What follows belongs to an exercise in optimizing a design on an open flow for small area; a production flow would make more cautious choices. The RTL was checked by simulation tests, not by an equivalence proof against the original design. No driver is modelled on the clock port, so clocking that relies on it looks cheaper here than on a real chip. Power and IR drop assume default switching activity.

--- flow/run.sh ---
#!/bin/bash
# Own layout flow: the standard synthesis and ORFS steps, with
#  - single-size buffers on the ports (buf_1 instead of clkdlybuf4s50_1),
#  - a clock tree of small clock buffers without dummy loads.
# Each call's full output goes to a log file in the work folder.
set -euo pipefail
export BUFFER_PORTS_ARGS="-buffer_cell sky130_fd_sc_hd__buf_1"
export CTS_ARGS="-sink_clustering_enable -repair_clock_nets -buf_list sky130_fd_sc_hd__clkbuf_8 -dont_use_dummy_load"
bash standard.sh synth > synth.log 2>&1
bash standard.sh finish > layout.log 2>&1
--- standard.sh ---
#!/bin/bash
# synth_recipe.tcl (not shown) runs the flow's synth.tcl, then flattens the netlist and writes it again
# the make line also repeats each setting of config.mk as NAME=value (left out here)
make -C /OpenROAD-flow-scripts/flow DESIGN_CONFIG=/design/flow/config.mk WORK_HOME=/design/flow/orfs CLKGATE_MAP_FILE= SYNTH_SCRIPT=/design/flow/synth_recipe.tcl "${@:-finish}"
--- config.mk ---
export PLATFORM = sky130hd
export DESIGN_NAME = wavelet_transform
export DESIGN_NICKNAME = wavelet_transform
export VERILOG_FILES = /design/flow/design.v
export SDC_FILE = /design/flow/constraint.sdc
export NUM_CORES = 4
export LEC_CHECK = 0
export CAP_MARGIN = 20
export CORE_MARGIN = 2
export CORE_UTILIZATION = 55
export CTS_BUF_LIST = sky130_fd_sc_hd__clkbuf_8
export SLEW_MARGIN = 20
--- constraint.sdc ---
create_clock -name core_clock -period 6.0 [get_ports {clk}]
set_input_delay 1.2000 -clock core_clock [delete_from_list [all_inputs] [get_ports {clk}]]
set_output_delay 1.2000 -clock core_clock [all_outputs]
set_load 0.01 [all_outputs]
--- design.v ---
module wavelet_transform(clk, rst, data_stream, H_out, L_out, addr);
input clk, rst;
output reg [0:7] H_out;
output reg [0:7] L_out;
output reg  [0:7] addr;
input [0:7] data_stream;
wire [2:0] p = addr[5:7];
reg  [7:0] a1, a2;       
reg  [7:0] se, sf, sg1, sg2, sk;
reg  [7:0] ao, af, ag1, ag2, ak;
reg  [7:0] lp1, lpx, lp3;
reg  [7:0] mux_a, mux_b, mux_c, mux_e;
reg  warm;
wire early = !warm && !addr[4];
always @* begin
    case (p)
    3'd0: begin mux_a = early ? 8'h00 : lpx; mux_b = data_stream;
                mux_c = early ? 8'h00 : se;  mux_e = early ? 8'h00 : ak;  end
    3'd1: begin mux_a = data_stream;         mux_b = lpx;
                mux_c = early ? 8'h00 : sf;  mux_e = early ? 8'h00 : ao;  end
    3'd2: begin mux_a = early ? 8'h00 : lpx; mux_b = data_stream;
                mux_c = se;                  mux_e = early ? 8'h00 : af;  end
    3'd3: begin mux_a = data_stream;         mux_b = lp1;
                mux_c = warm ? sg2 : 8'h00;  mux_e = ao;  end
    3'd4: begin mux_a = lpx;                 mux_b = data_stream;
                mux_c = se;                  mux_e = warm ? ag2 : 8'h00; end
    3'd5: begin mux_a = data_stream;         mux_b = lpx;
                mux_c = sf;                  mux_e = ao;  end
    3'd6: begin mux_a = lp3;                 mux_b = data_stream;
                mux_c = se;                  mux_e = af;  end
    default: begin mux_a = data_stream;      mux_b = L_out;
                mux_c = early ? 8'h00 : sk;  mux_e = ao;  end
    endcase
end
function [7:0] add8(input [7:0] x, input [7:0] y, input ci);
    integer i;
    reg c;
    begin
        c = ci;
        for (i = 0; i < 8; i = i + 1) begin
            add8[i] = (x[i] ^ y[i]) ^ c;
            c = (x[i] & y[i]) | (c & (x[i] ^ y[i]));
        end
    end
endfunction
wire [7:0] nd1  = ~{1'b0, a1[7:1]};
wire [7:0] sub1 = add8(mux_b, nd1, 1'b1);
wire [7:0] sub2 = add8(mux_c, nd1, 1'b1);
wire [7:0] hq   = {2'b00, H_out[0:5]};
wire [7:0] add1 = add8(a2, hq, 1'b0);
wire [7:0] add2 = add8(mux_e, hq, 1'b0);
always @(posedge clk, negedge rst) begin
    if (!rst) begin
        addr  <= 0;
        H_out <= 0;
        L_out <= 0;
        a1    <= 0;
        a2    <= 0;
    end else begin
        addr  <= addr + 1;
        H_out <= sub2;
        L_out <= add2;
        a1    <= mux_a;
        a2    <= a1;
    end
end
always @(posedge clk, negedge rst) begin
    if (!rst)
        warm <= 1'b0;
    else if (addr[4:7] == 4'hf)
        warm <= 1'b1;
end
always @(posedge clk) begin
    if (!p[0]) se <= sub1;
    if (p[1:0] == 2'b01) sf <= sub1;
    if (p == 3'd3) begin sg1 <= sub1; sg2 <= sg1; end
    if (p == 3'd7) sk <= sub1;
    if (p[0]) ao <= add1;
    if (p[1:0] == 2'b10) af <= add1;
    if (p == 3'd4) begin ag1 <= add1; ag2 <= ag1; end
    if (p == 3'd0) ak <= add1;
    if (p == 3'd1) lp1 <= L_out;
    if (p == 3'd1) lpx <= lp1;
    else if (p[1:0] != 2'b11) lpx <= L_out;
    if (p == 3'd3) lp3 <= L_out;
end
endmodule
==> results of run 1 <==
[cell type report]
cell class              instances  area (µm²)
fillers                       845        4180
flip-flops and latches        145        4150
multi-input cells             191        1630
clock buffers                  17         234
repair buffers                 45         215
well taps                     140         175
inverters                      30         113
[Yosys cell counts, drive strengths merged (4+ instances only)]
| cell type | number | area, µm² |
|---|---|---|
| edfxtp | 104 | 3120 |
| dfrtp | 41 | 1030 |
| nand2 | 37 | 139 |
| inv | 30 | 113 |
| fa | 22 | 440 |
| a222oi | 19 | 190 |
| nand3 | 19 | 95.1 |
| o21ai | 15 | 75.1 |
| ha | 12 | 150 |
| clkbuf | 10 | 37.5 |
| mux2 | 9 | 105 |
| a32oi | 8 | 70.1 |
| xnor2 | 7 | 61.3 |
| buf | 6 | 32.5 |
| nor2 | 4 | 15.0 |
| nor2b | 4 | 25.0 |
[worst max-delay path, stage by stage (launching register included)]
cell	delay, ns
sky130_fd_sc_hd__dfrtp_1	0.35
sky130_fd_sc_hd__inv_1	0.21
sky130_fd_sc_hd__ha_1	0.47
sky130_fd_sc_hd__or3_1	0.47
sky130_fd_sc_hd__a211oi_2	0.67
sky130_fd_sc_hd__o21a_1	0.23
sky130_fd_sc_hd__ha_1	0.14
sky130_fd_sc_hd__inv_1	0.05
sky130_fd_sc_hd__fa_1	0.41
sky130_fd_sc_hd__fa_1	0.42
sky130_fd_sc_hd__fa_1	0.41
sky130_fd_sc_hd__fa_1	0.39
sky130_fd_sc_hd__fa_1	0.39
sky130_fd_sc_hd__fa_1	0.39
sky130_fd_sc_hd__xnor2_1	0.14
[per-stage QoR]
stage               worst slack (ns)  utilization, %  area [µm²]
finish                         0.742            60.9        6520
global route                   0.419            60.9        6520
CTS                            0.725            60.9        6520
detailed placement             0.736            58.7        6280
global placement               0.881            58.7        6280
floorplan                      0.747               -        5960
[worst max-delay path by stage]
stage,cells past startpoint,from,end
2_1_floorplan,15,addr[7],se[7]
3_3_place_gp,14,addr[7],H_out[0]
3_5_place_dp,14,addr[7],H_out[0]
4_1_cts,14,addr[7],H_out[0]
5_1_grt,14,addr[7],H_out[0]
6_report,14,addr[7],H_out[0]
[metal layers]
metal	track usage, %	wire, µm
met1	33.2	5510
met2	36.3	5950
met3	6.45	705
met4	7.05	113
met5	0	0
[flip-flops by register name, indices dropped and copies added, names as in the netlist, 8 cells and up]
register  flops
H_out         8
L_out         8
a1            8
a2            8
addr          8
af            8
ag1           8
ag2           8
ak            8
ao            8
lp1           8
lp3           8
lpx           8
se            8
sf            8
sg1           8
sg2           8
sk            8
[power by group through the flow]
stage | Clock [mW] | Combinational (mW) | Sequential (mW)
2_1_floorplan | 0 | 0.0607 | 1.15
3_3_place_gp | 0 | 0.105 | 1.15
3_5_place_dp | 0 | 0.108 | 1.15
4_1_cts | 0.562 | 0.109 | 1.13
5_1_grt | 0.600 | 0.122 | 1.14
6_report | 0.550 | 0.106 | 1.13
[kinds of logic (layout without fill, tap and decap cells)]
| logic type | Yosys count | in the layout | share of synthesized area [%] |
|---|---|---|---|
| mux | 10 | 10 | 1.93 |
| buf+inv | 46 | 92 | 3.06 |
| simple gates | 76 | 76 | 5.79 |
| compound gates | 62 | 62 | 8.39 |
| xor+xnor | 9 | 9 | 1.32 |
| fa+ha+maj | 34 | 34 | 9.91 |
| flops | 145 | 145 | 69.6 |
==> run notes, run 1 <==
Status
The run finished with no timing, DRC or antenna violations.

Yosys
The post-synthesis sequential area ratio is 69.6%. The number of library cell types mapped by synthesis is 44.

In this run, synthesis produced a sequential element count of 145. The cell count after synthesis is 382. The share of flip-flops with an asynchronous set or reset is 28.3%. The Yosys warning count is 1.

The most used flip-flop cell after synthesis is sky130_fd_sc_hd__edfxtp_1. The number of flops mapped to enable cells by yosys is 104. A synthesized cell averages 15.6 µm². In this run the cell area of the synthesized design comes to 5960 µm².

Pwr
Per report_power, the sequential group accounts for 63.3% of the total. The clock network is responsible for 30.7% of the overall power. The maximum vdd drop is 0.154 mV.

The analysis attributes to cell leakage a power of 2.47 nW. The internal power is 1.41 mW. The fraction of power spent switching nets is 21.2%. In this run, the combinational gates consume 5.9% of the power. The design draws 1.79 mW.

In this run the power density over the cells is 275 nW/µm². The total net switching power is 0.380 mW.

STA
The worst-case clock skew is 0.0242 ns. The total count of max-transition violations in the final report is 0. At the pin with the least slew margin, the transition time is 0.981 ns. The final period demand of the worst path is 5.26 ns. Setup total negative slack on the finished layout was measured at 0 ns. The count of endpoints failing hold in the final timing report was 0.

In the finished design, the share of the clock period the worst path needs comes to 87.6%. The total setup violations reported at the end of the flow is 0. Based on the critical path, the design can be clocked at up to 0.190 GHz. Setup repair after global routing left no endpoint under its margin. The worst slew slack as a fraction of its limit is 34.6%. The worst hold slack is 0.357 ns.

Route
After detailed routing, the number of remaining DRC violations is 0. The first detailed-routing pass ran for 5 iterations. The detailed-route wire length is 12300 µm.

The count of nets left with antenna violations once routing finished came out at 0. Dividing the detail-routed via count by the number of cells gives 5.85. The average wire per standard cell is 21.6 µm.

For this block, the initial DRC count from the detailed router was 249. The number of vias after detailed routing is 3322.

Setup path
STA classifies the critical path endpoint as a flip-flop. Measured in cells, the most critical reg-to-reg path has a length of 14. The reg2reg setup slack is 0.74 ns.

The peak fanout along the critical path is 14. The kind of start point of the critical path is a flip-flop. The worst reg2reg path endpoint is H_out[0]. The beginning of the worst register-to-register path is addr[7].

For the worst setup path, the data required time is 6.31 ns. The worst setup path category is reg2reg. Data arrives at the worst endpoint at 5.57 ns.

Final layout
0 antenna diodes ended up in the layout. The layout cell share with drive strength beyond 1 is 9.81%. The library cell used most frequently in the layout, excluding fill and tap cells, is sky130_fd_sc_hd__edfxtp_1. The filler-free cell count of the finished design is 568. From synthesis to final layout, the design area changed by 9.30%.

The number of nets at the end of the flow is 474. The top cell types in the final layout, fill and taps aside, are sky130_fd_sc_hd__edfxtp_1, sky130_fd_sc_hd__dfrtp_1, sky130_fd_sc_hd__nand2_1.

Floorplan
The top-level I/O count is 34. In this run the core area contains 38 standard-cell rows. The die covers 11700 µm².

The total area inside the core boundary comes to 10700 µm². Measured along the x axis, the die boundary spans 108 µm. The y dimension of the die is 108 µm. For this configuration, the core starts out at a cell density of 55.7%.

Clocking
The H-tree generated during clock tree synthesis spans 4 levels. TritonCTS built the clock tree. The clock transition at the registers of the reported paths is 0.07 ns. Counting every sink on the clock net gives 145. In this run, post-CTS hold repair placed 0 buffers. The longest clock path from root to sink contains 2 buffers. The buffers inserted during post-CTS setup optimization is 0. The tree is rooted in a sky130_fd_sc_hd__clkbuf_8. Counting the buffers created by CTS gives 17. The count of cells resized by post-cts repair is 0.

At the later pin of the worst-skew pair, clock insertion delay measures 0.44 ns.

Worst hold path
The origin of the worst min-delay path is a1[0]. The worst hold path belongs to the class reg2reg. The worst-case hold path end point is a2[0]. The cell count of the worst hold path is 0.

Global routing
The initial antenna violation count is 0. The total track usage is 23.5%. The first global-routing pass estimated 19700 µm of wire. Global routing finished with a remaining overflow of 0.

The via count of the first global-routing pass is 3468. Entering global routing, the biggest net connects 42 pins.

Placement
The placed wire-length estimate after detailed placement is 8570 µm. During placement, the flow inserted port buffers numbering 33. Counting tap cells, the placed design contains a total of 551 instances. The final RePlAce weighted congestion is 0.800.

Run
The max-capacitance violation count is 0.
==> run 2: changes to the inputs <==
--- a/config.mk
+++ b/config.mk
@@ -5,8 +5,8 @@
 export SDC_FILE = /design/flow/constraint.sdc
 export NUM_CORES = 4
 export LEC_CHECK = 0
-export CAP_MARGIN = 20
+export CAP_MARGIN = 0
 export CORE_MARGIN = 2
-export CORE_UTILIZATION = 55
+export CORE_UTILIZATION = 70
 export CTS_BUF_LIST = sky130_fd_sc_hd__clkbuf_8
-export SLEW_MARGIN = 20
+export SLEW_MARGIN = 0
==> run 2 against run 1 <==
- die area shrank 21%
- combinational power grew 4%
- fmax grew 0.33%
- critical path type unchanged
- critical endpoint is now sk[7]
- largest power group unchanged
==> run notes, run 2 <==
Status
The run finished with no timing, DRC or antenna violations.

Setup path
The kind of start point of the critical path is a flip-flop. The cell with the biggest individual delay on the critical path is sky130_fd_sc_hd__ha_1. The peak fanout along the critical path is 14. The setup path with the least slack is of type reg2reg. STA puts the critical path data arrival time at 5.47 ns. Walking the worst path, the cells encountered are buf_4 -> ha_1 -> ha_1 -> nor2_1 -> nor2_1 -> o21ai_0 -> o31ai_1 -> ha_1 -> inv_1 -> fa_1 -> fa_1 -> fa_1 -> fa_1 -> fa_1 -> fa_1 -> xnor2_1.

The worst setup path is captured at a flip-flop. The data required time of the worst path is 6.23 ns. The most numerous cell on the critical path is sky130_fd_sc_hd__fa_1. The maximum cell stage delay along the critical path is 0.64 ns.

Pwr
The total net switching power is 0.381 mW. The fraction of power spent switching nets is 21.3%. The share of total power in sequential cells is 63.4%. For this design the ratio of total power to cell area is 277 nW/µm². The cell leakage power is 2.47 nW. The share of total power dissipated in combinational logic is 6.2%. The maximum vdd drop is 0.242 mV. The share of total power dissipated in the clock network is 30.5%. Cell internal power was estimated by the tool at 1.41 mW.

Route
After detailed routing, the number of remaining DRC violations is 0. The average wire per standard cell is 23.1 µm. The violation count after the first detailed-route iteration is 528. The detailed-route wire length is 12400 µm.

The number of vias after detailed routing is 3458. The via-per-instance ratio is 6.48. The remaining antenna violation count is 0. The iteration count of the initial detailed-routing pass is 7.

Yosys
The synthesized design devotes to its leading area cell type 52.4% of total area. Yosys attributes the largest share of cell area to sky130_fd_sc_hd__edfxtp_1, sky130_fd_sc_hd__dfrtp_1, sky130_fd_sc_hd__fa_1, sky130_fd_sc_hd__a222oi_1, sky130_fd_sc_hd__ha_1. In the synthesized netlist, the cells that appear most often are sky130_fd_sc_hd__edfxtp_1, sky130_fd_sc_hd__dfrtp_1, sky130_fd_sc_hd__nand2_1.

Summing the sequential cell areas from Yosys gives 69.6% of the chip area. The share of flip-flops with an asynchronous set or reset is 28.3%. For this run, the number of Yosys warnings is 1. The synthesized flop and latch total is 145. The synthesized netlist contains 44 unique library cells. Summed over all instances, the cell type with the most area after synthesis is sky130_fd_sc_hd__edfxtp_1. In the synthesized netlist the dominant register cell turns out to be sky130_fd_sc_hd__edfxtp_1.

The synthesized area is 5960 µm². The synthesized design contains 104 enable-type register cells. The cell count after synthesis is 382.

The most frequently used cell type in the post-synthesis netlist is sky130_fd_sc_hd__edfxtp_1. Each instance of the synthesized netlist takes up on average 15.6 µm².

Clocking
The number of clock sinks is 145. Gates resized during post-CTS repair numbered 0. The total clock buffers created by CTS is 17. The clock insertion delay at the later pin of the skew report is 0.44 ns. The buffers inserted during post-CTS setup optimization is 0. After clock tree synthesis, the clock-pin slew on the worst setup and hold paths is 0.07 ns.

The clock root buffer is sky130_fd_sc_hd__clkbuf_8. In this run the deepest clock path goes through 2 buffers. The H-tree was split into 4 levels. TritonCTS built the clock tree. The hold buffer count at cts is 0.

STA
The final period demand of the worst path is 5.24 ns. The worst slew slack as a fraction of its limit is 27.7%. The worst hold slack is 0.350 ns. The total count of max-transition violations in the final report is 0. The count of endpoints failing hold in the final timing report came to 0. Setup repair after global routing left no endpoint under its margin. Setup violations remaining at the end of the flow were counted as 0. After routing, the total negative slack on setup checks comes to 0 ns. The maximum clock rate is 0.191 GHz. For the pin with the worst max-slew slack, the measured transition is 1.08 ns. The smallest setup slack after layout is 0.759 ns. Of the available clock period, the critical path in the final layout requires 87.4%. The worst-case clock skew is 0.0288 ns.

Worst hold path
The classification of the worst-slack hold path is reg2reg.

Final layout
The final standard cell utilization of the core is 78.9%. After routing the design area is 6480 µm². Cells with a size suffix above 1 make up 10.0% of the layout. The number of nets at the end of the flow is 475. The signed area change from the synthesized netlist to the final layout is 8.69%. The number of fill cells is 466. Leaving out fill and tap cells, the most frequent cell in the layout is sky130_fd_sc_hd__edfxtp_1. The number of antenna cells inserted is 0. Leaving out fill and tap cells, the most frequent cells in the layout are sky130_fd_sc_hd__edfxtp_1, sky130_fd_sc_hd__dfrtp_1, sky130_fd_sc_hd__nand2_1.

Floorplan
The standard-cell row count is 33. The area of the die is 9270 µm². The die boundary width is 96.3 µm.

The effective utilization at floorplan is 72.6%. The floorplan step defined a core boundary enclosing 8220 µm². The y dimension of the die is 96.3 µm.

In this run the count of I/O pins placed on the die edge is 34.

Placement
Once placement finished, the instance area stood at 6250 µm². The count of input and output buffers is 33. Once detailed placement completed, the half-perimeter wirelength came to 8470 µm. At the end of routability-driven placement, the weighted congestion stood at 0.860.

Prior to clock tree synthesis, the placed netlist has a worst setup slack of 0.767 ns.

Global routing
The first global-routing pass estimated 19200 µm of wire. The via count of the first global-routing pass is 3446. The maximum number of pins on one net before global-route repair is 42. Across every metal layer, demand over resource in global routing totals 30.0%.

The initial antenna violation count is 0. The final global-route overflow total is 0.

Run
Across the run, the number of max-cap violations was 0.
run 2: cell types whose count changed in the layout (fill, tap and decap cells not counted), sizes merged:
cell / previous run / this run
clkbuf: 17 / 18
run 2: per-layer routing:
layer | part of all wire (%) | global-route usage [%] | vias up
li1 | - | - | 1501
met1 | 43 | 45.4 | 1768
met2 | 49 | 44.7 | 166
met3 | 6.6 | 5.95 | 23
met4 | 1.6 | 9.74 | 0
met5 | 0 | 0 | -
run 2: kinds of logic after synthesis:
group                      Yosys count  synth area share [%]
adders and majority gates           34                  9.91
and+or+nand+nor                     76                  5.79
buffers and inverters               46                  3.06
AOI/OAI and AO/OA                   62                  8.39
muxes                               10                  1.93
DFF                                145                  69.6
xor gates and xnor gates             9                  1.32
run 2: worst paths after layout:
check | from | end | slack, ns | cells past startpoint
worst max-delay path | addr[7] | sk[7] | 0.76 | 16
worst min-delay path | a1[0] | a2[0] | 0.35 | 0
worst max register to register | addr[7] | sk[7] | 0.76 | 16
worst min register to register | a1[0] | a2[0] | 0.35 | 0
max in group asynchronous | rst | addr[7] | 4.36 | 1
min in group asynchronous | rst | addr[0] | 0.96 | 1
run 2: critical path, delay by kind of cell (launching register included):
family	cells	cell delay, ns
buf+inv	2	0.27
flops	1	0.35
xor+xnor	1	0.28
simple gates	2	0.31
compound gates	2	0.17
fa+ha+maj	9	3.65
run 2: stage by stage:
step | power, mW | std cells
after global placement | 1.26 | 517
after global routing | 1.85 | 534
after floorplan | 1.21 | 382
after detailed placement | 1.27 | 517
final | 1.79 | 534
after CTS | 1.80 | 534
run 2: layout make-up:
class	instances	area, µm²	share of cell area, %
well taps	105	131	2.03
repair buffers	46	223	3.44
multi-input cells	191	1630	25.2
inverters	30	113	1.74
flip-flops and latches	145	4150	64.0
clock buffers	17	234	3.61
run 2: power by group through the flow:
stage,sequential (mW),combinational [mW],clock [mW]
3_3_place_gp,1.16,0.104,0
2_1_floorplan,1.15,0.0607,0
3_5_place_dp,1.16,0.110,0
6_report,1.14,0.110,0.546
5_1_grt,1.14,0.124,0.586
4_1_cts,1.14,0.111,0.551
==> run 3: changes to the inputs <==
==> flow/run.sh (replaced) <==
#!/bin/bash
# Own layout flow: the standard synthesis and ORFS steps, with
#  - single-size buffers on the ports (buf_1 instead of clkdlybuf4s50_1),
#  - a clock tree of clkbuf_4 cells without dummy loads, where the clock
#    buffers whose loads see too high a slew are upsized to clkbuf_8
#    (flow/fixclk.tcl) before routing.
# Each step's full output goes to a log file of its own in the work folder.
set -euo pipefail
export BUFFER_PORTS_ARGS="-buffer_cell sky130_fd_sc_hd__buf_1"
export CTS_ARGS="-sink_clustering_enable -repair_clock_nets -buf_list sky130_fd_sc_hd__clkbuf_4 -dont_use_dummy_load"
bash standard.sh synth > synth.log 2>&1
bash standard.sh cts > place_cts.log 2>&1
RESULTS="$PWD/orfs/results/$FLOW_PLATFORM/wavelet_transform/base" openroad -no_init -exit flow/fixclk.tcl > fixclk.log 2>&1
bash standard.sh finish > route_finish.log 2>&1
==> flow/fixclk.tcl (new file) <==
# After CTS: the clock tree is built from clkbuf_4 cells. Upsize to clkbuf_8
# every clock buffer whose loads see a slew above the target, then legalise
# the placement again.
set plat $::env(FLOW_HOME)/platforms/sky130hd
set res $::env(RESULTS)
read_liberty $plat/lib/sky130_fd_sc_hd__tt_025C_1v80.lib
read_db $res/4_cts.odb
read_sdc $res/4_cts.sdc
source $plat/setRC.tcl
set_propagated_clock [all_clocks]

set target 0.105
for {set iter 0} {$iter < 5} {incr iter} {
  estimate_parasitics -placement
  set changed 0
  foreach inst [get_cells *] {
    if {[get_property $inst ref_name] ne "sky130_fd_sc_hd__clkbuf_4"} { continue }
    set out [get_pins -of_objects $inst -filter "direction == output"]
    set worst 0
    foreach p [get_pins -of_objects [get_nets -of_objects $out] -filter "direction == input"] {
      set s [get_property $p slew_max]
      if {$s > $worst} { set worst $s }
    }
    if {$worst > $target} {
      replace_cell $inst [get_lib_cells */sky130_fd_sc_hd__clkbuf_8]
      puts "upsized [get_full_name $inst]: load slew [format %.3f $worst] ns"
      set changed 1
    }
  }
  if {!$changed} { break }
}
detailed_placement
check_placement -verbose
estimate_parasitics -placement
set worst 0
foreach p [get_pins -hierarchical */CLK] {
  set s [get_property $p slew_max]
  if {$s > $worst} { set worst $s }
}
puts "worst flip-flop clock pin slew after fix: [format %.3f $worst] ns"
report_checks -path_delay min_max -format end
write_db $res/4_cts.odb
==> config.mk (replaced) <==
export PLATFORM = sky130hd
export DESIGN_NAME = wavelet_transform
export DESIGN_NICKNAME = wavelet_transform
export VERILOG_FILES = /design/flow/design.v
export SDC_FILE = /design/flow/constraint.sdc
export NUM_CORES = 4
export LEC_CHECK = 0
export CAP_MARGIN = 20
export CORE_MARGIN = 2
export CORE_UTILIZATION = 55
export GPL_TIMING_DRIVEN = 0
export SLEW_MARGIN = 20
==> run 3 against run 2 <==
- utilization decreased by 18 points
- clock power down 19%
- design area rose by 0.48%
- first-iteration DRC count is 32% lower
- die area increased by 26%
- wire length down 0.45%
- clock-buffer cell count did not move
- fmax shrank 7.0%
- non-clock buffer count grew 9
- area after synthesis is the same
- worst hold slack better by 0.016 ns
==> run notes, run 3 <==
Status
The flow ran to the end and the layout has no timing, DRC or antenna violations.

Global routing
The final global-route overflow total is 0. The global-route wire length before repair is 19000 µm. The total track usage is 23.2%. The via count of the first global-routing pass was 3413. Entering global routing, the biggest net connects 32 pins. The initial antenna violation count is 0.

Yosys
In this run, distinct cell masters in the synthesized netlist total 44. The leading register cell type out of synthesis is sky130_fd_sc_hd__edfxtp_1. The commonest cells after synthesis are sky130_fd_sc_hd__edfxtp_1, sky130_fd_sc_hd__dfrtp_1, sky130_fd_sc_hd__nand2_1. In this run the biggest area consumer among cell types represents 52.4% of the synthesized area. Of all flip-flops after synthesis, the portion carrying an async set or reset was 28.3%. Sequential cells were found to cover 69.6% of the synthesized design area. The synthesized area is 5960 µm².

The mean post-synth cell area is 15.6 µm². The biggest area consumer among synthesized cells is sky130_fd_sc_hd__edfxtp_1. For this run, the number of Yosys warnings is 1.

The number of flops mapped to enable cells by yosys is 104. The most frequently used cell type in the post-synthesis netlist is sky130_fd_sc_hd__edfxtp_1. Synthesis handed over a netlist of 382 instances. By area the synthesized netlist is led by sky130_fd_sc_hd__edfxtp_1, sky130_fd_sc_hd__dfrtp_1, sky130_fd_sc_hd__fa_1, sky130_fd_sc_hd__a222oi_1, sky130_fd_sc_hd__ha_1. After synthesis the netlist holds a flip-flop and latch count of 145.

Clocking
The maximum root-to-sink buffer count is 2. The H-tree depth reported by CTS is 4. TritonCTS built the clock tree.

At the later pin of the worst-skew pair, clock insertion delay measures 0.42 ns. After clock tree synthesis, the clock-pin slew on the worst setup and hold paths is 0.10 ns. Clock tree synthesis selected as its root buffer the cell sky130_fd_sc_hd__clkbuf_4. The total clock buffers created by CTS is 17. The clock drives 145 sinks. The hold buffer count at cts is 0.

Final layout
After routing the design area is 6510 µm². From synthesis to final layout, the design area changed by 9.21%. The final standard cell utilization of the core is 60.9%. The layout cell share with drive strength beyond 1 is 10.3%.

The top cell types in the final layout, fill and taps aside, are sky130_fd_sc_hd__edfxtp_1, sky130_fd_sc_hd__dfrtp_1, sky130_fd_sc_hd__nand2_1. The number of antenna cells inserted is 0. The number of nets at the end of the flow is 484. Registers take 4150 µm². The most common cell after layout, fill and taps aside is sky130_fd_sc_hd__edfxtp_1. Summing all multi-input logic gate instances after layout gives 1640 µm².

Fill cells in the final layout number 852.

Floorplan
The die is 108 µm wide. The core area is 10700 µm². Row generation in the floorplan step produced 38 rows. The area of the die is 11700 µm².

The top-level I/O count is 34. The die is 108 µm tall. The effective utilization at floorplan is 55.7%.

STA
The maximum clock rate is 0.177 GHz. The worst slew slack as a fraction of its limit is 30.9%. The total setup violations reported at the end of the flow is 0.

The total count of max-transition violations in the final report is 0. The smallest setup slack after layout is 0.362 ns. The final period utilization is 94.0%.

Setup repair after global routing left no endpoint under its margin. The count of endpoints failing hold in the final timing report was 0. The worst-case clock skew is 0.0277 ns. The measured slew at the worst slew-check pin is 1.04 ns. The final period demand of the worst path is 5.64 ns.

Run
The max-capacitance violation count is 0.

Route
After detailed routing, the total wire length is 12300 µm. The remaining design rule violation count is 0. Detailed routing inserted a total of 3368 vias.

The first detailed-routing pass took 7 iterations. The via-per-instance ratio is 5.83. The violation count after the first detailed-route iteration is 361.

The remaining antenna violation count is 0. Dividing the detail-routed wire length by the instance count gives 21.3 µm.

Setup path
The worst setup path is launched from a flip-flop. Walking the worst path, the cells encountered are ha_1 -> ha_2 -> clkbuf_1 -> a22o_1 -> o31ai_1 -> ha_1 -> inv_1 -> fa_1 -> fa_1 -> fa_1 -> fa_1 -> fa_1 -> fa_1 -> xnor2_2. The most numerous cell on the critical path is sky130_fd_sc_hd__fa_1.

The reg2reg setup slack is 0.36 ns. On the critical path, the stage with the largest delay is an instance of sky130_fd_sc_hd__dfrtp_2. Counting cells, the worst reg-to-reg path comes to 14.

The setup path with the least slack is of type reg2reg. The peak fanout along the critical path is 15. STA classifies the critical path endpoint as a flip-flop. The data required time of the worst path is 6.21 ns.

The maximum cell stage delay along the critical path is 0.56 ns. The worst path arrival time is 5.85 ns.

Pwr
Dividing total power by cell area gives a power density of 258 nW/µm². VDD sags by at most 0.175 mV. The analysis attributes to cell leakage a power of 2.44 nW.

Placement
Port buffering added 33 buffers. The placed wire-length estimate after detailed placement is 8690 µm. The congestion estimate from routability-driven global placement came to 0.764. At the placement stage, the worst setup path has a slack of -0.347 ns. In this run the cell area measured after placement is 6310 µm².

Worst hold path
The worst hold path passes through 0 cells. The classification of the worst-slack hold path is reg2reg.
-- run 3: cell counts after synthesis --
Identical to the previous run, type by type.
-- run 3: power breakdown --
part / switching (mW) / internal, mW
Clock: 0.281 / 0.160
Combinational: 0.0672 / 0.0419
Sequential: 0.0128 / 1.12
-- run 3: cells by family after synthesis --
family	Yosys count	synth area share, %
AND/OR/NAND/NOR	76	5.79
flip-flops	145	69.6
adder cells (fa/ha/maj)	34	9.91
AO/OA/AOI/OAI	62	8.39
XOR/XNOR	9	1.32
multiplexers	10	1.93
buffers and inverters	46	3.06
-- run 3: final cells by class --
type	count	area share (%)
buffer	16	1.10
inverter	30	1.79
sequential	145	63.7
tap	140	2.69
timing repair buffer	39	3.11
multi-input combinational	191	25.2
clock buffer	17	2.34
-- run 3: path summary, 6_finish.rpt --
kind                          from       end
min in group asynchronous      rst  H_out[6]
hold reg to reg              a1[5]     a2[5]
setup / recovery           addr[7]     sk[7]
hold / removal               a1[5]     a2[5]
setup reg to reg           addr[7]     sk[7]
max in group asynchronous      rst  L_out[4]
-- run 3: worst max-delay path: cells and delay by family, from the launching register on --
| family | cells | cell delay, ns |
|---|---|---|
| AO/OA/AOI/OAI | 2 | 0.66 |
| adder cells (fa/ha/maj) | 9 | 3.49 |
| XOR/XNOR | 1 | 0.29 |
| buffers and inverters | 2 | 0.42 |
| flip-flops | 1 | 0.56 |
-- run 3: per-layer routing --
metal / wire, µm / share of wire, % / up-vias / global-route usage [%]
met2: 5840 / 48 / 130 / 35.2
met1: 5500 / 45 / 1696 / 32.1
met4: 227 / 1.8 / 0 / 9.71
met5: 0 / 0 / - / 0
li1: - / - / 1525 / -
met3: 725 / 5.9 / 17 / 6.45
-- run 3: through the flow --
stage                     power, mW  hold WS [ns]  std cells  TNS [ns]
after floorplan                1.21         0.331        382         0
after CTS                      1.66         0.366        574         0
after detailed placement       1.26         0.355        557     -1.88
final                          1.68         0.366        578         0
after global placement         1.26         0.359        555     -4.62
after global routing           1.75         0.391        578         0
-- run 3: repair_timing --
| item | 4_1_cts | 5_1_grt |
|---|---|---|
| setup buffers | 0 | 4 |
| endpoints found under the setup margin | 10 | 4 |
| resized for setup | 2 | 4 |
==> run 4: changes to the inputs <==
--- a/flow/run.sh
+++ b/flow/run.sh
@@ -7,6 +7,7 @@
 # Each step's full output goes to a log file of its own in the work folder.
 set -euo pipefail
 export BUFFER_PORTS_ARGS="-buffer_cell sky130_fd_sc_hd__buf_1"
+export RECOVER_POWER=100
 export CTS_ARGS="-sink_clustering_enable -repair_clock_nets -buf_list sky130_fd_sc_hd__clkbuf_4 -dont_use_dummy_load"
 bash standard.sh synth > synth.log 2>&1
 bash standard.sh cts > place_cts.log 2>&1
--- a/config.mk
+++ b/config.mk
@@ -8,5 +8,4 @@
 export CAP_MARGIN = 20
 export CORE_MARGIN = 2
 export CORE_UTILIZATION = 55
-export GPL_TIMING_DRIVEN = 0
 export SLEW_MARGIN = 20
==> run 4 against run 3 <==
- now fails the layout checks on capacitance limit, slew limit
- via count is 0.80% lower
- clock power is 1% higher
- first-iteration DRC count is 22% lower
- synthesized cell count stayed put
- setup slack better by 0.26 ns
- clock-buffer cell count stayed put
- design area is 1.5% lower
- wire length is 0.31% lower
- worst hold slack better by 0.0067 ns
- sequential power hardly changed
- non-clock buffer count is 10 lower
- area after synthesis stayed put
- largest power group unchanged
- highest routed layer unchanged
==> run notes, run 4 <==
STA
For the finished layout, the period the worst path requires is 5.38 ns. The count of endpoints failing hold in the final timing report is 0. The worst slew slack as a fraction of its limit is -55.1%. The worst hold slack is 0.373 ns. The worst-case clock skew is 0.0299 ns. The post-route setup TNS is 0 ns. Setup violations remaining at the end of the flow were counted as 0.

Timing would allow up to 0.186 GHz. Setup repair after global routing left no endpoint under its margin. For the pin with the worst max-slew slack, the measured transition is 2.33 ns. The total count of max-transition violations in the final report is 42. In the finished design, the share of the clock period the worst path needs comes to 89.6%.

Setup path
The worst path arrival time is 5.70 ns. The worst setup path is launched from a flip-flop. The kind of end point of the critical path is a flip-flop. The setup path with the least slack is of type reg2reg. The peak fanout along the critical path is 21. The data required time of the worst path is 6.32 ns.

Clocking
In this run, CTS created clock tree buffers numbering 17. Hold repair after CTS inserted 0 buffers. The H-tree depth reported by CTS is 4. The clock transition at the registers of the reported paths is 0.10 ns.

The maximum root-to-sink buffer count is 2. The buffers inserted during post-CTS setup optimization is 0. TritonCTS built the clock tree. The clock root buffer is sky130_fd_sc_hd__clkbuf_4. At the later pin of the worst-skew pair, clock insertion delay measures 0.42 ns. After clock tree synthesis, the repair step resized 0 gates. The tree built by TritonCTS fans out to 145 sinks.

Yosys
Ranked by instance count, the synthesized netlist is headed by sky130_fd_sc_hd__edfxtp_1, sky130_fd_sc_hd__dfrtp_1, sky130_fd_sc_hd__nand2_1. The leading register cell type out of synthesis is sky130_fd_sc_hd__edfxtp_1. Sorting the synthesized cells by area gives the leading types as sky130_fd_sc_hd__edfxtp_1, sky130_fd_sc_hd__dfrtp_1, sky130_fd_sc_hd__fa_1, sky130_fd_sc_hd__a222oi_1, sky130_fd_sc_hd__ha_1. The cell count after synthesis is 382. Summed over its instances, the top area cell type makes up 52.4% of the synthesized netlist area. Dividing the synthesized area by the synthesized cell count gives 15.6 µm². The Yosys warning count is 1. For this run, the register share of the synthesized area comes to 69.6%. In the post-synthesis netlist, the cell with the most instances is sky130_fd_sc_hd__edfxtp_1. Summed over all instances, the cell type with the most area after synthesis is sky130_fd_sc_hd__edfxtp_1. After synthesis the cells add up to 5960 µm². The synthesized design contains 145 register bits. The share of flip-flops with an asynchronous set or reset is 28.3%. Yosys mapped a number of flops with a built-in enable equal to 104. The number of library cell types mapped by synthesis is 44.

Route
The remaining antenna violation count is 0. The remaining design rule violation count is 0. The iteration count of the initial detailed-routing pass is 5.

In this run, the number of DRC markers left after iteration 0 of detailed routing was 283. The number of vias after detailed routing is 3341. The via-per-instance ratio is 5.88. The detailed-route wire length is 12300 µm. The average wire per standard cell is 21.6 µm.

Placement
The final RePlAce weighted congestion is 0.800. Port buffering added 33 buffers. The number of cells in the design after placement is 551. The placed cell area is 6280 µm².

The placed wire-length estimate after detailed placement is 8570 µm.

Pwr
The total net switching power is 0.365 mW. VDD sags by at most 0.168 mV. The internal power is 1.32 mW. The fraction of power spent switching nets is 21.7%.

The clock network accounts for 26.5% of the total power. The cell leakage power is 2.40 nW. The overall power consumption is 1.68 mW. The share of total power in sequential cells is 67.2%. Combinational logic burns 6.2% of the power. In this run the power density over the cells is 263 nW/µm².

Floorplan
In this run the vertical extent of the chip is 108 µm. 34 I/O pins were placed. For this configuration, the core starts out at a cell density of 55.7%. The floorplan has 38 rows. The die is 108 µm wide. The core area is 10700 µm². The area of the die is 11700 µm².

Global routing
Entering global routing, the biggest net connects 42 pins. For met3 alone, demand over resource in global routing was 6.45%. The layer with the highest usage after global routing is met2.

The initial antenna violation count is 0. The via count of the first global-routing pass is 3452. For this run, the total global-route usage over all layers was measured as 23.5%. Summed over all layers, the global routing overflow is 0. The met1 demand-to-capacity share in global routing is 33.4%. The met2 layer usage reported by global route is 36.5%. The global-route wire length before repair is 19700 µm.

Final layout
Leaving out fill and tap cells, the most frequent cell in the layout is sky130_fd_sc_hd__edfxtp_1. For this run, the post-layout net count is 474. The filler cells instantiated in the layout total 855. In the layout the commonest cells are sky130_fd_sc_hd__edfxtp_1, sky130_fd_sc_hd__dfrtp_1, sky130_fd_sc_hd__nand2_1. The count of cells in the finished layout, fillers not included, comes to 568. The layout cell share with drive strength beyond 1 is 8.18%. The finished cells cover 6410 µm². The signed area change from the synthesized netlist to the final layout is 7.53%. The number of antenna diodes in the final layout is 0.

Worst hold path
The tightest min-delay check is of the reg2reg type.

Status
In this run the layout check failures are capacitance limit, slew limit. The flow ran to the end, but the layout failed its checks.

Run
The tool flagged a number of max-cap violations equal to 1.
## run 4: final cells by class
class / count / area (µm²) / share of cell area, %
sequential: 145 / 4150 / 64.7
multi-input combinational: 191 / 1630 / 25.4
clock buffer: 17 / 153 / 2.38
inverter: 30 / 113 / 1.76
tap: 140 / 175 / 2.73
timing repair buffer: 45 / 195 / 3.04
## run 4: power groups by stage
stage,logic (mW),clock network (mW),registers [mW]
floorplan,0.0607,0,1.15
global placement,0.105,0,1.15
detailed placement,0.108,0,1.15
CTS,0.109,0.422,1.13
global route,0.122,0.498,1.13
finish,0.105,0.447,1.13
## run 4: kinds of logic (layout without fill, tap and decap cells)
group                    after synthesis  count (layout)  share of synthesized area, %
XOR/XNOR                               9               9                          1.32
multiplexers                          10              10                          1.93
AND/OR/NAND/NOR                       76              76                          5.79
buffers and inverters                 46              92                          3.06
AO/OA/AOI/OAI                         62              62                          8.39
flip-flops                           145             145                          69.6
adder cells (fa/ha/maj)               34              34                          9.91
## run 4: critical path, stage by stage, from the launching register on
cell and delay, ns:
sky130_fd_sc_hd__dfrtp_1 0.36, sky130_fd_sc_hd__buf_4 0.23, sky130_fd_sc_hd__ha_1 0.20, sky130_fd_sc_hd__buf_4 0.28, sky130_fd_sc_hd__nor2b_1 0.17, sky130_fd_sc_hd__clkbuf_1 0.78, sky130_fd_sc_hd__mux2_1 0.47, sky130_fd_sc_hd__a22o_1 0.20
sky130_fd_sc_hd__a21o_1 0.09, sky130_fd_sc_hd__ha_1 0.14, sky130_fd_sc_hd__inv_1 0.06, sky130_fd_sc_hd__fa_1 0.40, sky130_fd_sc_hd__fa_1 0.40, sky130_fd_sc_hd__fa_1 0.39, sky130_fd_sc_hd__fa_1 0.39, sky130_fd_sc_hd__fa_1 0.36
sky130_fd_sc_hd__inv_1 0.06, sky130_fd_sc_hd__ha_1 0.14, sky130_fd_sc_hd__xnor2_1 0.13
## run 4: layer usage
metal	wire [µm]	part of all wire, %
met5	0	0
met3	744	6.1
met1	5430	44
met4	163	1.3
met2	5920	48
## run 4: stage by stage
stage                     setup WS, ns  utilization, %
after floorplan                  0.747               -
after global placement           0.881            58.7
after detailed placement         0.736            58.7
after CTS                        0.713            59.9
after global routing             0.215            59.9
final                            0.625            59.9
## run 4: final timing paths
path | start | to | slack (ns) | cells after the start
worst min-delay path | a1[0] | a2[0] | 0.37 | 0
worst min register to register | a1[0] | a2[0] | 0.37 | 0
max in group asynchronous | rst | L_out[7] | 3.18 | 1
worst max register to register | addr[7] | L_out[0] | 0.62 | 18
min in group asynchronous | rst | a1[5] | 1.48 | 1
worst max-delay path | addr[7] | L_out[0] | 0.62 | 18
==> run 5: changes to the inputs <==
--- a/flow/run.sh
+++ b/flow/run.sh
@@ -7,7 +7,6 @@
 # Each step's full output goes to a log file of its own in the work folder.
 set -euo pipefail
 export BUFFER_PORTS_ARGS="-buffer_cell sky130_fd_sc_hd__buf_1"
-export RECOVER_POWER=100
 export CTS_ARGS="-sink_clustering_enable -repair_clock_nets -buf_list sky130_fd_sc_hd__clkbuf_4 -dont_use_dummy_load"
 bash standard.sh synth > synth.log 2>&1
 bash standard.sh cts > place_cts.log 2>&1
==> run 5 against run 4 <==
- now clean on timing, DRC and antenna
- utilization up 0.22 points
- clock power about the same
- register-to-register slack better by 0.08 ns
- critical endpoint is now H_out[0]
- largest power group unchanged
- highest routed layer unchanged
==> run notes, run 5 <==
Floorplan
The y dimension of the die is 108 µm. The area of the die is 11700 µm². In this run the core area contains 38 standard-cell rows. The floorplan step defined a core boundary enclosing 10700 µm².

The effective utilization at floorplan is 55.7%. In this run the count of I/O pins placed on the die edge is 34. The die is 108 µm wide.

Yosys
The compound-cell area share of the yosys netlist is 8.39%. The leading register cell type out of synthesis is sky130_fd_sc_hd__edfxtp_1. Counting flops and latches in the post-synthesis netlist gives 145. In the synthesized netlist, the number of instances is 382. The netlist uses 44 different library cells.

By area the synthesized netlist is led by sky130_fd_sc_hd__edfxtp_1, sky130_fd_sc_hd__dfrtp_1, sky130_fd_sc_hd__fa_1, sky130_fd_sc_hd__a222oi_1, sky130_fd_sc_hd__ha_1. The biggest area consumer among synthesized cells is sky130_fd_sc_hd__edfxtp_1. The synthesized area is 5960 µm². By count the netlist is led by sky130_fd_sc_hd__edfxtp_1, sky130_fd_sc_hd__dfrtp_1, sky130_fd_sc_hd__nand2_1. Counting flops with a built-in enable in the synthesized netlist gives 104.

The share of cell area taken by muxes after synthesis is 1.93%. The post-synthesis sequential area ratio is 69.6%. Of the total synthesized cell area, the portion taken by AND, OR, NAND and NOR gates is 5.79%. For this run, the number of Yosys warnings is 1. The share of flip-flops with an asynchronous set or reset is 28.3%. In this run the mean area of a mapped cell was 15.6 µm². The adder-cell area share of the yosys netlist is 9.91%. After synthesis, the largest family of logic cells by area is adder cells. The area share of the largest cell type after synthesis is 52.4%.

After Yosys synthesis, XOR and XNOR cells account for 1.32% of the synthesized area. The most frequently used cell type in the post-synthesis netlist is sky130_fd_sc_hd__edfxtp_1.

Global routing
Global routing used 23.5% of the available tracks across all layers. The final global-route overflow total is 0. The maximum number of pins on one net before global-route repair is 42. The initial antenna violation count came to 0. The via count of the first global-routing pass was 3452.

The global-route wire length before repair is 19700 µm.

STA
The worst hold slack is 0.373 ns. The post-route setup TNS is 0 ns. The total setup violations reported at the end of the flow is 0. The routed design could run at a clock period as short as 5.29 ns. The maximum clock rate is 0.189 GHz. The worst slew slack as a fraction of its limit is 33.7%.

The total count of max-transition violations in the final report is 0. The measured slew at the worst slew-check pin is 0.994 ns. The worst-case clock skew is 0.0295 ns.

The final period utilization is 88.2%. The count of endpoints failing hold in the final timing report is 0. Setup repair after global routing left no endpoint under its margin.

Route
The highest metal layer carrying signal wires in the routed design is met4. Once detail routing completed, the nets flagged for antenna violations numbered 0. Dividing the detail-routed wire length by the instance count gives 21.7 µm.

After detailed routing, the number of remaining DRC violations is 0. After the first detailed-routing iteration, the DRC count stood at 282. The sum of met2 wire segment lengths after detailed routing is 5930 µm. The detailed-routed wire length on met3 is 702 µm. In the final routing, the length of wire on met1 measures 5560 µm. After detailed routing, the number of vias per cell comes to 5.84. The number of vias after detailed routing is 3319.

The iteration count of the initial detailed-routing pass is 5. Summed over all layers, the routed wires come to 12400 µm.

Final layout
The number of nets at the end of the flow is 474. The register area is 4150 µm². The post-route netlist has 9.81% of its cells at a drive strength greater than 1. The number of antenna diodes in the final layout is 0. The filler cells instantiated in the layout total 849.

The signed area change from the synthesized netlist to the final layout is 7.93%. The area of the multi-input gates is 1630 µm². The library cell used most frequently in the layout, excluding fill and tap cells, is sky130_fd_sc_hd__edfxtp_1.

In the layout the commonest cells are sky130_fd_sc_hd__edfxtp_1, sky130_fd_sc_hd__dfrtp_1, sky130_fd_sc_hd__nand2_1.

Setup path
The worst path arrival time is 5.59 ns. The critical path in this run is classified as reg2reg. For the worst setup path, the data required time is 6.29 ns.

Of all nets on the critical path, the largest fanout is 14. The kind of start point of the critical path is a flip-flop. The count of cells along the worst register-to-register path is 14.

The reg2reg setup slack is 0.71 ns. STA classifies the critical path endpoint as a flip-flop.

Placement
The placed wire-length estimate after detailed placement is 8570 µm. Routability-driven placement finished with a final weighted congestion of 0.800. During placement, the flow inserted port buffers numbering 33.

Clocking
In this run, post-CTS hold repair placed 0 buffers. The H-tree depth reported by CTS is 4. The CTS tree is done. The number of clock sinks is 145. After clock tree synthesis, the clock-pin slew on the worst setup and hold paths is 0.10 ns. The buffers inserted during post-CTS setup optimization is 0.

CTS placed an instance of sky130_fd_sc_hd__clkbuf_4 at the clock tree root. The clock insertion delay at the later pin of the skew report is 0.42 ns. The count of cells resized by post-cts repair is 0. The total clock buffers created by CTS is 17. The maximum root-to-sink buffer count is 2.

Worst hold path
The classification of the worst-slack hold path is reg2reg. The cell count of the worst hold path is 0.

Run
The tool flagged a number of max-cap violations equal to 0.

Pwr
The cell leakage power is 2.43 nW. The maximum vdd drop is 0.168 mV. The cell area power density is 262 nW/µm².

Status
The run finished with no timing, DRC or antenna violations.
==> run 5: cell counts after synthesis <==
No cell type changed its count.
==> run 5: kinds of logic after synthesis <==
kind of cell	Yosys count
flip-flops	145
AND/OR/NAND/NOR	76
AO/OA/AOI/OAI	62
buffers and inverters	46
adder cells (fa/ha/maj)	34
multiplexers	10
XOR/XNOR	9
==> run 5: final timing paths <==
| check | startpoint | endpoint |
|---|---|---|
| setup / recovery | addr[7] | H_out[0] |
| hold / removal | a1[0] | a2[0] |
| setup reg to reg | addr[7] | H_out[0] |
| hold reg to reg | a1[0] | a2[0] |
| max in group asynchronous | rst | L_out[7] |
| min in group asynchronous | rst | a1[5] |
==> run 5: critical path: stages (launching register included) <==
cell	delay (ns)
sky130_fd_sc_hd__dfrtp_1	0.36
sky130_fd_sc_hd__inv_1	0.21
sky130_fd_sc_hd__ha_1	0.47
sky130_fd_sc_hd__or3_1	0.47
sky130_fd_sc_hd__a211oi_2	0.69
sky130_fd_sc_hd__o21a_1	0.23
sky130_fd_sc_hd__ha_1	0.14
sky130_fd_sc_hd__inv_1	0.05
sky130_fd_sc_hd__fa_1	0.41
sky130_fd_sc_hd__fa_1	0.43
sky130_fd_sc_hd__fa_1	0.42
sky130_fd_sc_hd__fa_1	0.39
sky130_fd_sc_hd__fa_1	0.39
sky130_fd_sc_hd__fa_1	0.39
sky130_fd_sc_hd__xnor2_1	0.14
==> run 5: routing by layer <==
metal	vias up	track usage, %
met1	1688	33.4
met5	-	0
met2	114	36.5
met3	13	6.45
met4	0	6.32
li1	1504	-
==> run 5: report_power, final <==
part | total, mW | internal (mW) | switching [mW]
Clock | 0.446 | 0.160 | 0.286
Combinational | 0.105 | 0.0394 | 0.0658
Sequential | 1.13 | 1.12 | 0.0130
==> run 5: final cells by class <==
cell class                      count  area share [%]
Inverter                           30            1.75
Multi-Input combinational cell    191            25.3
Timing Repair Buffer               45            3.34
Clock buffer                       17            2.37
Sequential cell                   145            64.5
Tap cell                          140            2.72
==> run 5: through the flow <==
stage	power (mW)	instances	worst slack (ns)	utilization, %	cell area (µm²)
detailed placement	1.26	551	0.736	58.7	6280
CTS	1.66	568	0.713	59.9	6410
global route	1.75	568	0.398	60.2	6430
global placement	1.26	551	0.881	58.7	6280
floorplan	1.21	382	0.747	-	5960
finish	1.68	568	0.705	60.2	6430
==> run 6: changes to the inputs <==
--- a/flow/run.sh
+++ b/flow/run.sh
@@ -7,6 +7,7 @@
 # Each step's full output goes to a log file of its own in the work folder.
 set -euo pipefail
 export BUFFER_PORTS_ARGS="-buffer_cell sky130_fd_sc_hd__buf_1"
+export REMOVE_ABC_BUFFERS=1
 export CTS_ARGS="-sink_clustering_enable -repair_clock_nets -buf_list sky130_fd_sc_hd__clkbuf_4 -dont_use_dummy_load"
 bash standard.sh synth > synth.log 2>&1
 bash standard.sh cts > place_cts.log 2>&1
--- a/config.mk
+++ b/config.mk
@@ -8,4 +8,5 @@
 export CAP_MARGIN = 20
 export CORE_MARGIN = 2
 export CORE_UTILIZATION = 55
+export GPL_TIMING_DRIVEN = 0
 export SLEW_MARGIN = 20
==> run 6 against run 5 <==
- still clean on timing, DRC and antenna
- setup slack got worse by 0.30 ns
- die area did not move
- worst hold slack better by 0.0094 ns
- utilization is 0.21 points higher
- via count decreased by 2.0%
- global-route usage is 0.65 points lower
- first-iteration DRC count up 12%
- fmax fell by 5.4%
- clock power decreased by 2%
- critical path depth rose by 1
- critical path type unchanged
- largest power group unchanged
==> run notes, run 6 <==
Status
The flow ran to the end and the layout has no timing, DRC or antenna violations.

Floorplan
The floorplan step defined a die boundary enclosing 11700 µm². The y dimension of the die is 108 µm. The die boundary width is 108 µm. In this run the core area contains 38 standard-cell rows. The effective utilization at floorplan is 55.7%.

The core area is 10700 µm². The top-level I/O count is 34.

Pwr
Summed over all cells, the static leakage comes to 2.40 nW. The fraction of power spent switching nets is 21.2%. In this run, flip-flops and latches consume 67.5% of the power. For this design the ratio of total power to cell area is 259 nW/µm².

The overall power consumption is 1.68 mW. Internal power comes to 1.32 mW. The combinational cell fraction of total power is 6.3%. The fraction of power consumed by the clock network is 26.1%. In this run the power spent charging and discharging nets is 0.355 mW. Across the VDD grid, the largest voltage drop is 0.131 mV.

Yosys
The area share of the largest cell type after synthesis is 52.4%. Ranked by instance count, the synthesized netlist is headed by sky130_fd_sc_hd__edfxtp_1, sky130_fd_sc_hd__dfrtp_1, sky130_fd_sc_hd__nand2_1. The post-synthesis sequential area ratio is 69.6%. The share of flip-flops with an asynchronous set or reset is 28.3%.

The leading register cell type out of synthesis is sky130_fd_sc_hd__edfxtp_1. The synthesized flop and latch total is 145. The biggest area consumer among synthesized cells is sky130_fd_sc_hd__edfxtp_1. The most frequently used cell type in the post-synthesis netlist is sky130_fd_sc_hd__edfxtp_1. Sorting the synthesized cells by area gives the leading types as sky130_fd_sc_hd__edfxtp_1, sky130_fd_sc_hd__dfrtp_1, sky130_fd_sc_hd__fa_1, sky130_fd_sc_hd__a222oi_1, sky130_fd_sc_hd__ha_1. The number of flops mapped to enable cells by yosys is 104.

A synthesized cell averages 15.6 µm². The Yosys warning count is 1. Synthesis produced a netlist whose cell count is 382. In this run the cell area of the synthesized design comes to 5960 µm².

In this run, distinct cell masters in the synthesized netlist total 44.

Route
The iteration count of the initial detailed-routing pass is 7. Across all layers, the routed design uses 3253 vias. After detailed routing, the number of vias per cell comes to 5.82. The remaining antenna violation count is 0.

Summed over all layers, the routed wires come to 12100 µm. Dividing the detail-routed wire length by the instance count gives 21.6 µm. The violation count after the first detailed-route iteration is 316. The remaining design rule violation count is 0.

Global routing
The met1 demand-to-capacity share in global routing is 34.3%. The initial antenna violation count is 0. The layer with the highest usage after global routing is met1.

The via count of the first global-routing pass came to 3302. The final global-route overflow total is 0. The maximum number of pins on one net before global-route repair is 41.

Global routing consumed, over all layers together, 22.9% of the routing resources. The met2 layer usage reported by global route is 34.2%. The met3 capacity usage during global routing is 5.36%. The first global-routing pass estimated 19100 µm of wire.

Final layout
The number of fill cells is 853. The final standard cell utilization of the core is 60.4%. Once layout is complete, the cells apart from fillers number 559. The library cells used most frequently in the layout, excluding fill and tap cells, are sky130_fd_sc_hd__edfxtp_1, sky130_fd_sc_hd__dfrtp_1, sky130_fd_sc_hd__nand2_1. From synthesis to final layout, the design area changed by 8.31%.

The layout cell share with drive strength beyond 1 is 9.55%. The most common cell after layout, fill and taps aside is sky130_fd_sc_hd__edfxtp_1. At the end of the flow, the number of nets in the layout was 465.

The number of antenna cells inserted is 0.

Clocking
The clock insertion delay at the later pin of the skew report is 0.41 ns. The total clock buffers created by CTS is 17. The clock transition at the registers of the reported paths is 0.09 ns.

The CTS tree is done. The buffers inserted during post-CTS setup optimization is 0. In this run the clock root is driven by a sky130_fd_sc_hd__clkbuf_4. The number of clock sinks is 145. The H-tree was split into 4 levels. The hold buffer count at cts is 0. The maximum root-to-sink buffer count is 2.

Placement
The number of cells in the design after placement is 542. The final RePlAce weighted congestion is 0.762. The HPWL after detailed placement is 8040 µm. The pre-CTS setup slack is -0.771 ns. During placement, the flow inserted port buffers numbering 33.

Setup path
The kind of start point of the critical path is a flip-flop. The number of buffer and inverter stages on the critical path is 2. In this design, the largest share of critical-path delay is due to adder cells. The peak fanout along the critical path is 15. The count of cells along the worst register-to-register path is 15. The critical path in this run is classified as reg2reg.

By instance count, the cell type seen most on the critical path is sky130_fd_sc_hd__fa_1. The critical path goes through inv_1 -> ha_2 -> or2_2 -> o31a_1 -> a222oi_1 -> o21a_1 -> ha_1 -> inv_1 -> fa_1 -> fa_1 -> fa_1 -> fa_1 -> fa_1 -> fa_1 -> xnor2_1. The worst register-to-register path ends at H_out[0]. Data on the critical path is required at its endpoint by 6.28 ns.

The worst path arrival time is 5.88 ns. STA classifies the critical path endpoint as a flip-flop. The reg2reg setup slack is 0.40 ns. In this run the critical register-to-register path is launched from addr[7].

On the worst path, the slowest cell contributes a delay of 0.61 ns. The slowest stage of the critical path is the sky130_fd_sc_hd__dfrtp_2 cell.

STA
For the finished layout, the period the worst path requires is 5.60 ns. The final period utilization is 93.3%. The total setup violations reported at the end of the flow is 0. The worst slew slack as a fraction of its limit is 36.4%.

The measured slew at the worst slew-check pin is 0.955 ns. Setup repair after global routing left no endpoint under its margin. The total count of max-transition violations in the final report is 0. Based on the critical path, the design can be clocked at up to 0.179 GHz. The count of endpoints failing hold in the final timing report is 0.

Setup slack closes at 0.402 ns. For the final database, setup skew stands at 0.0286 ns. The worst hold slack is 0.382 ns.

Run
The max-capacitance violation count is 0.

Worst hold path
The path class of the tightest hold or removal check is reg2reg. The origin of the worst min-delay path is a1[5]. Along the worst hold path, the cell count comes to 0. The worst-case hold path end point is a2[5].
## run 6: cell counts after synthesis
Identical to the previous run, type by type.
## run 6: cell families after synthesis
logic type | synth area share [%]
and+or+nand+nor | 5.79
adders and majority gates | 9.91
buffers and inverters | 3.06
xor gates and xnor gates | 1.32
AOI/OAI and AO/OA | 8.39
DFF | 69.6
muxes | 1.93
## run 6: how the worst max path moves through the flow
stage          slack (ns)  endpoint    start  cells past startpoint
2_1_floorplan        0.58     se[7]  addr[7]                     15
3_3_place_gp        -0.82     sk[7]  addr[5]                     15
3_5_place_dp        -0.77     sk[7]  addr[7]                     14
4_1_cts              0.17    sg1[7]  addr[7]                     13
5_1_grt              0.09    sg1[7]  addr[7]                     13
6_report             0.40  H_out[0]  addr[7]                     15
## run 6: layout make-up
cell class,instances,area [µm²],area share [%]
repair buffers,36,188,2.91
inverters,30,113,1.74
well taps,140,175,2.71
clock buffers,17,153,2.36
multi-input cells,191,1680,25.9
flip-flops and latches,145,4150,64.3
## run 6: repair_timing
item,in CTS,in global routing
hold endpoints to repair,0,0
setup endpoints to repair,17,5
gates resized for setup,5,4
pin swaps,0,0
## run 6: power groups by stage
| stage | registers (mW) | clock network [mW] | logic (mW) |
|---|---|---|---|
| 2_1_floorplan | 1.15 | 0 | 0.0607 |
| 3_3_place_gp | 1.15 | 0 | 0.103 |
| 3_5_place_dp | 1.15 | 0 | 0.107 |
| 4_1_cts | 1.13 | 0.414 | 0.108 |
| 5_1_grt | 1.13 | 0.489 | 0.121 |
| 6_report | 1.13 | 0.438 | 0.106 |
## run 6: layer usage
layer / vias to the layer above / wire [µm] / share of wire, %
li1: 1479 / - / -
met1: 1661 / 5530 / 46
met2: 106 / 5830 / 48
met3: 7 / 618 / 5.1
met4: 0 / 87 / 0.72
met5: - / 0 / 0
## run 6: stage by stage
stage	area [µm²]	setup TNS [ns]
after floorplan	5890	0
after global placement	6190	-8.43
after detailed placement	6260	-6.74
after CTS	6410	0
after global routing	6460	0
final	6460	0
==> run 7: changes to the inputs <==
--- a/design.v
+++ b/design.v
@@ -15,7 +15,7 @@
 always @* begin
     case (p)
     3'd0: begin mux_a = early ? 8'h00 : lpx; mux_b = data_stream;
-                mux_c = early ? 8'h00 : se;  mux_e = early ? 8'h00 : ak;  end
+                mux_c = early ? 8'h00 : se;  mux_e = warm ? ak : 8'h00;  end
     3'd1: begin mux_a = data_stream;         mux_b = lpx;
                 mux_c = early ? 8'h00 : sf;  mux_e = early ? 8'h00 : ao;  end
     3'd2: begin mux_a = early ? 8'h00 : lpx; mux_b = data_stream;
@@ -55,13 +55,11 @@
         H_out <= 0;
         L_out <= 0;
         a1    <= 0;
-        a2    <= 0;
     end else begin
         addr  <= addr + 1;
         H_out <= sub2;
         L_out <= add2;
         a1    <= mux_a;
-        a2    <= a1;
     end
 end
 always @(posedge clk, negedge rst) begin
@@ -71,6 +69,7 @@
         warm <= 1'b1;
 end
 always @(posedge clk) begin
+    a2 <= a1;
     if (!p[0]) se <= sub1;
     if (p[1:0] == 2'b01) sf <= sub1;
     if (p == 3'd3) begin sg1 <= sub1; sg2 <= sg1; end
--- a/flow/run.sh
+++ b/flow/run.sh
@@ -7,7 +7,6 @@
 # Each step's full output goes to a log file of its own in the work folder.
 set -euo pipefail
 export BUFFER_PORTS_ARGS="-buffer_cell sky130_fd_sc_hd__buf_1"
-export REMOVE_ABC_BUFFERS=1
 export CTS_ARGS="-sink_clustering_enable -repair_clock_nets -buf_list sky130_fd_sc_hd__clkbuf_4 -dont_use_dummy_load"
 bash standard.sh synth > synth.log 2>&1
 bash standard.sh cts > place_cts.log 2>&1
--- a/config.mk
+++ b/config.mk
@@ -8,5 +8,4 @@
 export CAP_MARGIN = 20
 export CORE_MARGIN = 2
 export CORE_UTILIZATION = 55
-export GPL_TIMING_DRIVEN = 0
 export SLEW_MARGIN = 20
==> run 7 against run 6 <==
- utilization rose by 0.85 points
- wire length down 0.60%
- fmax increased by 11%
- non-clock buffer count is 6 higher
- final cell count shrank 1.1%
- synthesized cell count shrank 3.1%
- via count shrank 2.5%
- sequential power hardly changed
- setup slack improved by 0.55 ns
- combinational power about the same
- clock-buffer cell count unchanged
- critical endpoint unchanged
- highest routed layer unchanged
==> run notes, run 7 <==
Status
The flow ran to the end and the layout has no timing, DRC or antenna violations.

Setup path
The maximum cell stage delay along the critical path is 0.52 ns. The peak fanout along the critical path is 14. STA puts the critical path data arrival time at 5.35 ns. On the critical path, the stage with the largest delay is an instance of sky130_fd_sc_hd__a211oi_4.

The data required time of the worst path is 6.30 ns. The worst setup path category is reg2reg. Counting both buffers and inverters, the worst setup path holds a total of 2.

STA classifies the critical path startpoint as a flip-flop. The family with the most delay on the worst path is adder cells. STA classifies the critical path endpoint as a flip-flop.

Traced cell by cell, the critical path runs through inv_1 -> ha_1 -> or3_4 -> a211oi_4 -> o21a_1 -> ha_1 -> inv_1 -> fa_1 -> fa_1 -> fa_1 -> fa_1 -> fa_1 -> fa_1 -> xnor2_1. The most numerous cell on the critical path is sky130_fd_sc_hd__fa_1.

STA
Headroom to the max-slew limit came out at 37.5%. The final period utilization is 84.1%. For the pin with the worst max-slew slack, the measured transition is 0.938 ns.

Based on the critical path, the design can be clocked at up to 0.198 GHz. The total setup violations reported at the end of the flow is 0. Adding up every negative setup slack in the final design gives 0 ns.

The clock period could shrink to 5.05 ns. The total count of max-transition violations in the final report is 0. The count of endpoints failing hold in the final timing report is 0. Between clock sinks in the finished design, the worst skew comes to 0.0284 ns. Setup repair after global routing left no endpoint under its margin.

Yosys
Ranked by total cell area, the synthesized netlist is headed by sky130_fd_sc_hd__edfxtp_1, sky130_fd_sc_hd__dfrtp_1, sky130_fd_sc_hd__fa_1, sky130_fd_sc_hd__dfxtp_1, sky130_fd_sc_hd__ha_1. The number of library cell types mapped by synthesis is 46. Synthesis handed over a netlist of 370 instances.

The post-synthesis sequential area ratio is 69.2%. sky130_fd_sc_hd__edfxtp_1 is the most common cell in the netlist. The leading register cell type out of synthesis is sky130_fd_sc_hd__edfxtp_1. The synthesized flop and latch total is 145.

The share of synthesized area in the top cell type comes to 52.6%. By count the netlist is led by sky130_fd_sc_hd__edfxtp_1, sky130_fd_sc_hd__dfrtp_1, sky130_fd_sc_hd__nand2_1. For this run, asynchronously set or reset flops after synthesis account for 22.8%. The number of flops mapped to enable cells by yosys is 104. The synthesized design spends more area on one cell type than any other, namely sky130_fd_sc_hd__edfxtp_1. The mean post-synth cell area is 16.0 µm². The synthesized area is 5940 µm². For this run, the number of Yosys warnings is 1.

Global routing
Summed over all layers, the global routing overflow is 0. The maximum number of pins on one net before global-route repair is 34. The total track usage is 23.2%. The initial antenna violation count was 0. The via count of the first global-routing pass was 3249. The first global-routing pass estimated 18900 µm of wire.

Final layout
The most common cell after layout, fill and taps aside is sky130_fd_sc_hd__edfxtp_1. The layout cell share with drive strength beyond 1 is 10.8%. At the end of the flow, the number of nets in the layout was 463. Compared with the post-synthesis result, the final layout area differs by 7.42%. 0 antenna diodes ended up in the layout. In the layout the commonest cells are sky130_fd_sc_hd__edfxtp_1, sky130_fd_sc_hd__dfrtp_1, sky130_fd_sc_hd__nand2_1, sky130_fd_sc_hd__buf_1, sky130_fd_sc_hd__inv_1. Once layout is done, the placed cells without fillers occupy 6380 µm². The number of fill cells is 830.

Route
After detailed routing, the number of vias per cell comes to 5.73. After detailed routing, the number of remaining DRC violations is 0. For this block, the initial DRC count from the detailed router was 220. After detailed routing, the average wire length per cell comes to 21.7 µm. For this block, the routed nets add up to 12000 µm of wire.

The remaining antenna violation count is 0. The number of vias after detailed routing is 3171. The iteration count of the initial detailed-routing pass is 6.

Clocking
TritonCTS built the clock tree. The hold buffer count at cts is 0. The count of cells resized by post-cts repair is 0. The maximum root-to-sink buffer count is 2. The clock root buffer is sky130_fd_sc_hd__clkbuf_4. The H-tree depth reported by CTS is 4. The total clock buffers created by CTS is 17. The clock transition at the registers of the reported paths is 0.08 ns. The later pin in the worst-skew pair is clocked with a latency of 0.43 ns.

The buffers inserted during post-CTS setup optimization is 0. Clock tree synthesis found a total of 145 sinks.

Placement
The wire-length estimate of the detail-placed layout is 8440 µm. The final RePlAce weighted congestion is 0.875. The count of input and output buffers is 33. The placed cell area is 6240 µm².

Worst hold path
The classification of the worst-slack hold path is reg2reg.

Floorplan
The floorplan has 37 rows. The die covers 11600 µm². The die is 108 µm tall. In this run the count of I/O pins placed on the die edge is 34. The die boundary width is 108 µm. After floorplanning, the core was sized to cover 10400 µm².

Once the floorplan was initialized, standard cells occupied 57.0% of the core.

Pwr
Power spread over the standard cell area amounts to 261 nW/µm². The cell leakage power is 2.37 nW. The maximum vdd drop is 0.155 mV.

Run
The max-capacitance violation count is 0.
run 7: worst paths after layout:
kind | from | endpoint | slack [ns] | depth (start not counted)
max | addr[6] | H_out[0] | 0.95 | 14
max reg2reg | addr[6] | H_out[0] | 0.95 | 14
min reg2reg | a1[0] | a2[0] | 0.35 | 0
min in group asynchronous | rst | warm | 0.90 | 1
max in group asynchronous | rst | H_out[2] | 4.50 | 1
min | a1[0] | a2[0] | 0.35 | 0
run 7: metal layers:
metal	track usage (%)	part of all wire, %	up-vias
met1	33.2	47	1598
met4	10.7	1.9	0
met5	0	0	-
met2	33.2	47	98
li1	-	-	1455
met3	6.36	5.0	20
run 7: power breakdown:
part           internal [mW]  total, mW  switching [mW]  leakage (nW)
clock network          0.146      0.427           0.281        0.0834
logic                 0.0398      0.107          0.0668         0.852
registers               1.12       1.13          0.0127          1.44
run 7: metrics by stage:
| stage | power, mW | worst slack (ns) | hold slack, ns | instances | util [%] |
|---|---|---|---|---|---|
| 2_1_floorplan | 1.21 | 0.400 | 0.324 | 370 | - |
| 3_3_place_gp | 1.26 | 1.07 | 0.340 | 536 | 59.9 |
| 3_5_place_dp | 1.26 | 0.962 | 0.336 | 536 | 59.9 |
| 4_1_cts | 1.66 | 0.954 | 0.359 | 553 | 61.1 |
| 5_1_grt | 1.73 | 0.648 | 0.369 | 553 | 61.2 |
| 6_report | 1.67 | 0.955 | 0.355 | 553 | 61.2 |
run 7: logic make-up after synthesis:
family          count (synthesis)  synth area share (%)
buf+inv                        42                  2.95
flops                         145                  69.2
fa+ha+maj                      34                  9.95
simple gates                   68                  5.25
compound gates                 54                  8.01
xor+xnor                        9                  1.33
mux                            18                  3.29
run 7: cell type report:
type | count | area (µm²) | area share, %
clock buffer | 17 | 140 | 2.20
inverter | 30 | 113 | 1.77
multi-input combinational | 183 | 1650 | 25.9
sequential | 145 | 4110 | 64.4
tap | 136 | 170 | 2.67
timing repair buffer | 42 | 193 | 3.02
run 7: worst register-to-register path: stages, from the launching register on:
cell and delay, ns:
sky130_fd_sc_hd__dfrtp_1 0.48, sky130_fd_sc_hd__inv_1 0.10, sky130_fd_sc_hd__ha_1 0.45, sky130_fd_sc_hd__or3_4 0.47
sky130_fd_sc_hd__a211oi_4 0.52, sky130_fd_sc_hd__o21a_1 0.21, sky130_fd_sc_hd__ha_1 0.13, sky130_fd_sc_hd__inv_1 0.05
sky130_fd_sc_hd__fa_1 0.40, sky130_fd_sc_hd__fa_1 0.42, sky130_fd_sc_hd__fa_1 0.42, sky130_fd_sc_hd__fa_1 0.39
sky130_fd_sc_hd__fa_1 0.39, sky130_fd_sc_hd__fa_1 0.38, sky130_fd_sc_hd__xnor2_1 0.14

Re-timed with assumed drivers on the ports (clkbuf_16 on the clock, buf_2 on other inputs), run 7 has 0.955 ns of setup slack against 0.955 ns with ideal ports, and 0.955 ns once port delays also move by the mid clock arrival of 0.453 ns.
